Source: an optimization exercise on an open RTL-to-GDS flow (aim: small area, a short achievable clock period and few clock cycles per item). Production flows keep margins and buffers that such runs may drop.
Only simulation tests tie the RTL to the original design; equivalence was not proved.
Power and IR drop assume default switching activity.

## top_level
module top_level(
    clk,
    reset,
    start,
    key_start,
    sram_read_data,
    sram_write_enable,
    sram_write_data,
    sram_addr,
    ram_addr,
    ram_write_data,
    ram_write_enable,
    ram_read_data,
    rom_addr,
    rom_read_data,
    key_not_found,
    key_found,
    secret_key_0,
    secret_key_1,
    secret_key_2,
    secret_key_3,
    secret_key_4,
    secret_key_5
    );
==> flow/config.mk <==
export PLATFORM = sky130hd
export DESIGN_NAME = top_level
export DESIGN_NICKNAME = top_level
export VERILOG_FILES = /design/flow/design.v
export SDC_FILE = /design/flow/constraint.sdc
export NUM_CORES = 4
export LEC_CHECK = 0
export CAP_MARGIN = 20
export CORE_MARGIN = 2
export CORE_UTILIZATION = 60
export PLACE_DENSITY = 0.75
export SLEW_MARGIN = 20
==> flow/constraint.sdc <==
create_clock -name core_clock -period 10.0 [get_ports {clk}]
set_input_delay 2.0000 -clock core_clock [delete_from_list [all_inputs] [get_ports {clk}]]
set_output_delay 2.0000 -clock core_clock [all_outputs]
set_load 0.01 [all_outputs]
standard.sh (not shown) runs the stock make flow with config.mk's settings and CLKGATE_MAP_FILE= SYNTH_SCRIPT=/design/flow/synth_recipe.tcl, a recipe that flattens the netlist after the stock synthesis.
==> flow/flow/run.sh <==
#!/bin/bash
# The standard layout, with the port buffers made from the smallest buffer
# cell, and timing repair aiming for 6.95 ns of setup slack at the 10 ns clock.
set -euo pipefail
export BUFFER_PORTS_ARGS="-buffer_cell sky130_fd_sc_hd__buf_1"
export SETUP_SLACK_MARGIN=6.95
bash standard.sh > standard_make.log 2>&1
Testbench counts at the start, summed over its fixed seeds: cycles 445,143, keys 408.
Edit:
==> flow/flow/run.sh (replaced) <==
#!/bin/bash
# The standard layout, with the port buffers made from the smallest buffer
# cell, and timing repair aiming for 7.0 ns of setup slack at the 10 ns clock.
set -euo pipefail
export BUFFER_PORTS_ARGS="-buffer_cell sky130_fd_sc_hd__buf_1"
export SETUP_SLACK_MARGIN=7.0
bash standard.sh > standard_make.log 2>&1
Settings changed: CORE_UTILIZATION 60 to 40, PLACE_DENSITY 0.75 to default.
The changed run completed without violations.
Global-route usage went down by 9.3 points.
Setup slack is better by 62 ps.
Register-to-register slack is better by 30 ps.
Edit:
Settings changed: CORE_UTILIZATION 40 to 75.
What happened: The new run ran to the end with no violations. First-iteration DRC count climbs by 25%. Routed wire length goes up by 8.4%. Synthesized cell count does not change. Setup slack is worse by 24 ps. Sequential share of layout area went up by 0.78 points. Count of clock-buffer cells in the layout drops by 2. Clock power shrinks by 17%. Combinational power rises by 5.6%. Via count increases by 8.1%.
Edit:
==> flow/flow/run.sh (replaced) <==
#!/bin/bash
# The standard layout, with the port buffers made from the smallest buffer
# cell, and timing repair aiming for 6.95 ns of setup slack at the 10 ns clock.
set -euo pipefail
export BUFFER_PORTS_ARGS="-buffer_cell sky130_fd_sc_hd__buf_1"
export SETUP_SLACK_MARGIN=6.95
bash standard.sh > standard_make.log 2>&1
Settings changed: CORE_UTILIZATION 75 to 65.
Outcome: The changed run passed the timing, DRC and antenna checks; first-iteration DRC count drops by a quarter to a third; flip-flop and latch count does not change; clock power drops by roughly a tenth; via count drops by a few percent; clock-buffer cell count stays the same; fmax drops slightly; routed wire length drops by a little under a tenth.
Edit:
==> flow/flow/run.sh (replaced) <==
#!/bin/bash
# The standard layout, with the port buffers made from the smallest buffer
# cell, and timing repair aiming for 7.0 ns of setup slack at the 10 ns clock.
set -euo pipefail
export BUFFER_PORTS_ARGS="-buffer_cell sky130_fd_sc_hd__buf_1"
export SETUP_SLACK_MARGIN=7.0
bash standard.sh > standard_make.log 2>&1
Settings changed: CORE_UTILIZATION 65 to 60.
Routed wire length falls by a few percent.
Clock-buffer cell count does not change.
Hold slack is worse by 6.8 ps.
Via count falls by a few percent.
Edit:
==> flow/flow/run.sh (replaced) <==
#!/bin/bash
# The standard layout, with the port buffers made from the smallest buffer
# cell, and timing repair aiming for 6.95 ns of setup slack at the 10 ns clock.
set -euo pipefail
export BUFFER_PORTS_ARGS="-buffer_cell sky130_fd_sc_hd__buf_1"
export SETUP_SLACK_MARGIN=6.95
bash standard.sh > standard_make.log 2>&1
- setup slack gets better by 12 ps
- core utilization is lower by 1.1 points
- hold slack hardly moves

## what the ideal ports hide
No port has a modelled driver above. Below, the same layouts with a new extraction and two added sets of constraints. Step 1 (the two cells are an assumption about what drives the block):
set clk [get_ports {clk}]
set_driving_cell -lib_cell sky130_fd_sc_hd__clkbuf_16 $clk
set_driving_cell -lib_cell sky130_fd_sc_hd__buf_2 [delete_from_list [all_inputs] $clk]
Step 2 moves the port delays by t, midway between the first and last clock arrival at a register: inputs arrive t later, outputs are due t later. That takes back most of the time a late clock gives input paths. Three values: ideal ports, drivers, drivers and shift; two values: the first two.
run	t, ns	slack for setup (ns)	slew at the worst register clock pin (ns)	pins driven straight from the clock port
the first run	0.399	6.944 / 6.909 / 6.945	0.11 / 0.11	1
the second run	0.393	7.006 / 6.964 / 6.915	0.07 / 0.07	1
the third run	0.389	6.982 / 6.951 / 6.979	0.11 / 0.11	1
the fourth run	0.406	6.967 / 6.936 / 6.964	0.11 / 0.11	1
the fifth run	0.398	6.963 / 6.928 / 6.959	0.10 / 0.10	1
the sixth run	0.399	6.976 / 6.942 / 6.942	0.11 / 0.11	1
After both steps every run listed still meets setup and hold. The setup slack of the second run, which loses most, moves by -0.042 ns with the drivers and by -0.091 ns with both steps.
